From an optimization exercise on the open Yosys and OpenROAD flow, aimed at small area; shortcuts taken in it are not production practice. At most, simulation tests tie the RTL to the original design; equivalence was not proved. Power figures rest on the tool's default switching activity, not on a simulated workload.

==> flow/design.v (excerpt) <==
module ddr_ctrl_top(
    input  wire         ui_clk,
    input  wire         rst,
    input  wire         wr_start,
    input  wire [255:0] wr_ddr_data,
    output wire         data_req,
    output wire         wr_done,
    input  wire         rd_start,
    output wire         rd_data_vld,
    output wire [255:0] rd_ddr_data,
    output wire         rd_done,
    output wire         ddr_busy,
    input  wire         app_rdy,
    output wire [2:0]   app_cmd,
    output wire         app_en,
    output wire [28:0]  app_addr,
    input  wire         app_wdf_rdy,
    output wire [255:0] app_wdf_data,
    output wire         app_wdf_wren,
    output wire         app_wdf_end,
    output wire [31:0]  app_wdf_mask,
    input  wire [255:0] app_rd_data,
    input  wire         app_rd_data_vld,
    input  wire         app_rd_data_end
);
reg         wx, wren, wen, wdone;
reg         rp, rr, rdone;
reg  [5:0]  wcnt;
reg  [16:0] waddr;
reg  [16:0] raddr;
reg         vld;
reg [255:0] rdata;
wire w_idle  = ~wx & ~wren & ~wen;
wire w_wait  =  wx & ~wren & ~wen;
  ...
Size in the first run: ~760 cells after synthesis, roughly 1100 I/O pins.
clock: 10.0 ns
lec_check: 0
cap_margin: 20
core_area: 4 4 376 376
die_area: 0 0 380 380
slew_margin: 20
standard.sh (not shown) runs the stock make flow with config.mk's settings and CLKGATE_MAP_FILE= SYNTH_SCRIPT=/design/flow/synth_recipe.tcl, a recipe that flattens the netlist after the stock synthesis.
==> flow/flow/run.sh <==
#!/bin/bash
# Standard ORFS layout, with the port buffers made from the smallest buffer
# cell (sky130_fd_sc_hd__buf_1) instead of the one buffer_ports picks itself.
set -euo pipefail
export BUFFER_PORTS_ARGS="-buffer_cell sky130_fd_sc_hd__buf_1"
bash standard.sh > standard_flow.log 2>&1
Rerun with:
==> flow/run.sh (new file) <==
#!/bin/bash
# synth_recipe.tcl (not shown) runs the flow's synth.tcl, then flattens the netlist and writes it again
# the make line also repeats each setting of config.mk as NAME=value (left out here)
make -C /OpenROAD-flow-scripts/flow DESIGN_CONFIG=/design/flow/config.mk WORK_HOME=/design/flow/orfs CLKGATE_MAP_FILE= SYNTH_SCRIPT=/design/flow/synth_recipe.tcl finish
Settings changed: CORE_AREA 4 4 376 376 to 4 4 196 196, CTS_BUF_LIST from default to sky130_fd_sc_hd__clkbuf_4 sky130_fd_sc_hd__clkbuf_2, CTS_CLUSTER_DIAMETER from default to 60, CTS_CLUSTER_SIZE from default to 30, DIE_AREA 0 0 380 380 to 0 0 200 200.
removed: flow/flow/run.sh
removed: flow/standard.sh
=>
- The changed run aborted during 3_2_place_iop
- area after synthesis is unchanged
- synthesized cell count is unchanged
Rerun with:
Settings changed: CTS_BUF_LIST sky130_fd_sc_hd__clkbuf_4 sky130_fd_sc_hd__clkbuf_2 to default, CTS_CLUSTER_DIAMETER 60 to default, CTS_CLUSTER_SIZE 30 to default.
The new run ended with an error in 3_2_place_iop on PPL-0024.
Area after synthesis is unchanged.
Synthesized cell count stays the same.
Rerun with:
Settings changed: CORE_AREA 4 4 196 196 to 4 4 376 376, DIE_AREA 0 0 200 200 to 0 0 380 380.
After rerunning: This time the run completed without violations. Synthesized cell count is unchanged. Area after synthesis does not change.
No run of this note included a check of the RTL's function; only the layout flow was run.


ddr_ctrl_top, a different RTL version from the one above (not shown whole).
Size in the first run: ~300 flip-flops, about 1100 I/O pins, ~9200 um^2 of cells after synthesis.
==> flow/config.mk <==
export PLATFORM = sky130hd
export DESIGN_NAME = ddr_ctrl_top
export DESIGN_NICKNAME = ddr_ctrl_top
export VERILOG_FILES = /design/flow/design.v
export SDC_FILE = /design/flow/constraint.sdc
export NUM_CORES = 4
export LEC_CHECK = 0
export CAP_MARGIN = 20
export CORE_AREA = 120 120 260 260
export DIE_AREA = 0 0 380 380
export SLEW_MARGIN = 20
==> flow/constraint.sdc <==
create_clock -name core_clock -period 10.0 [get_ports {ui_clk}]
set_input_delay 2.0000 -clock core_clock [delete_from_list [all_inputs] [get_ports {ui_clk}]]
set_output_delay 2.0000 -clock core_clock [all_outputs]
set_load 0.01 [all_outputs]
==> flow/flow/run.sh <==
#!/bin/bash
# Standard ORFS layout, with the port buffers made from the smallest buffer
# cell (sky130_fd_sc_hd__buf_1) instead of the one buffer_ports picks itself,
# and a clock tree of fewer, larger sink clusters without dummy loads.
set -euo pipefail
export BUFFER_PORTS_ARGS="-buffer_cell sky130_fd_sc_hd__buf_1"
export CTS_ARGS="-sink_clustering_enable -repair_clock_nets -dont_use_dummy_load -buf_list sky130_fd_sc_hd__clkbuf_4 -sink_clustering_size 12 -sink_clustering_max_diameter 60"
bash standard.sh > standard_flow.log 2>&1
Change:
--- a/flow/flow/run.sh
+++ b/flow/flow/run.sh
@@ -7 +7 @@
-export CTS_ARGS="-sink_clustering_enable -repair_clock_nets -dont_use_dummy_load -buf_list sky130_fd_sc_hd__clkbuf_4 -sink_clustering_size 12 -sink_clustering_max_diameter 60"
+export CTS_ARGS="-sink_clustering_enable -repair_clock_nets -dont_use_dummy_load -buf_list sky130_fd_sc_hd__clkbuf_4 -sink_clustering_size 12 -sink_clustering_max_diameter 50"
- CORE_AREA: 120 120 260 260 -> 130 130 250 250
Result:
- design area is lower by 0.97%
- clock power is lower by about 1%
- hold slack improved by 0.019 ns
- area after synthesis does not change
- maximum frequency is about the same
- critical path depth stays the same
- power is higher by 0.40%
- via count is higher by 3.2%
- worst setup slack improved by 0.0093 ns
Change:
==> flow/flow/run.sh (replaced) <==
#!/bin/bash
# Standard ORFS layout, with the port buffers made from the smallest buffer
# cell (sky130_fd_sc_hd__buf_1) instead of the one buffer_ports picks itself,
# and a clock tree of fewer, larger sink clusters without dummy loads
# (clkbuf_4 at the leaves, clkbuf_8 above them).
set -euo pipefail
export BUFFER_PORTS_ARGS="-buffer_cell sky130_fd_sc_hd__buf_1"
export CTS_ARGS="-sink_clustering_enable -repair_clock_nets -dont_use_dummy_load -buf_list sky130_fd_sc_hd__clkbuf_4 -tree_buf sky130_fd_sc_hd__clkbuf_8 -sink_clustering_size 11 -sink_clustering_max_diameter 60"
bash standard.sh > standard_flow.log 2>&1
Final area rises by 0.34%.
Synthesized area is unchanged.
Maximum frequency hardly moves.
Change:
==> flow/flow/run.sh (replaced) <==
#!/bin/bash
# Standard ORFS layout, with the port buffers made from the smallest buffer
# cell (sky130_fd_sc_hd__buf_1) instead of the one buffer_ports picks itself,
# and a clock tree of fewer, larger sink clusters without dummy loads.
set -euo pipefail
export BUFFER_PORTS_ARGS="-buffer_cell sky130_fd_sc_hd__buf_1"
export CTS_ARGS="-sink_clustering_enable -repair_clock_nets -dont_use_dummy_load -buf_list {sky130_fd_sc_hd__clkbuf_4 sky130_fd_sc_hd__clkbuf_8} -sink_clustering_size 16 -sink_clustering_max_diameter 60"
bash standard.sh > standard_flow.log 2>&1
Effect: Power goes up by 2.6%. Clock skew goes down by 0.0057 ns. Clock-buffer cell count goes down by 9. Worst hold slack barely changes. Wire length is about the same.

## port drivers added, routing unchanged
In the flow no input, the clock included, has a driving cell. The finished layouts below were timed again as built, in two steps. Step 1 sets driving cells, clkbuf_16 on the clock port and buf_2 on the other inputs (assumed; they add their load-dependent delay and slew). Step 2 adds t to the input delays and takes it off the output delays; t is the mean of the earliest and latest rising clock arrival at the registers after step 1. Input paths then give back, and output paths get back, about the clock's delay inside the block. Three values: no drivers, after step 1, after step 2; two values: the first two.
run	shift t [ns]	setup WS [ns]	hold slack, ns
the first run of note 1	0.666	5.031 / 5.042 / 4.376	0.495 / 0.495 / 0.495
the fourth run of note 1	0.668	4.679 / 4.685 / 4.016	0.490 / 0.490 / 0.490
the first run of note 2	0.702	5.055 / 5.009 / 4.307	0.525 / 0.525 / 0.525
the second run of note 2	0.700	5.065 / 5.000 / 4.301	0.544 / 0.544 / 0.544
the third run of note 2	0.708	5.067 / 5.005 / 4.297	0.540 / 0.540 / 0.540
the fourth run of note 2	0.581	4.928 / 4.873 / 4.292	0.538 / 0.538 / 0.538
After both steps setup and hold are still met in every run listed. For the third run of note 2, which loses most, drivers alone change the setup slack by -0.062 ns; drivers and shift together by -0.770 ns.
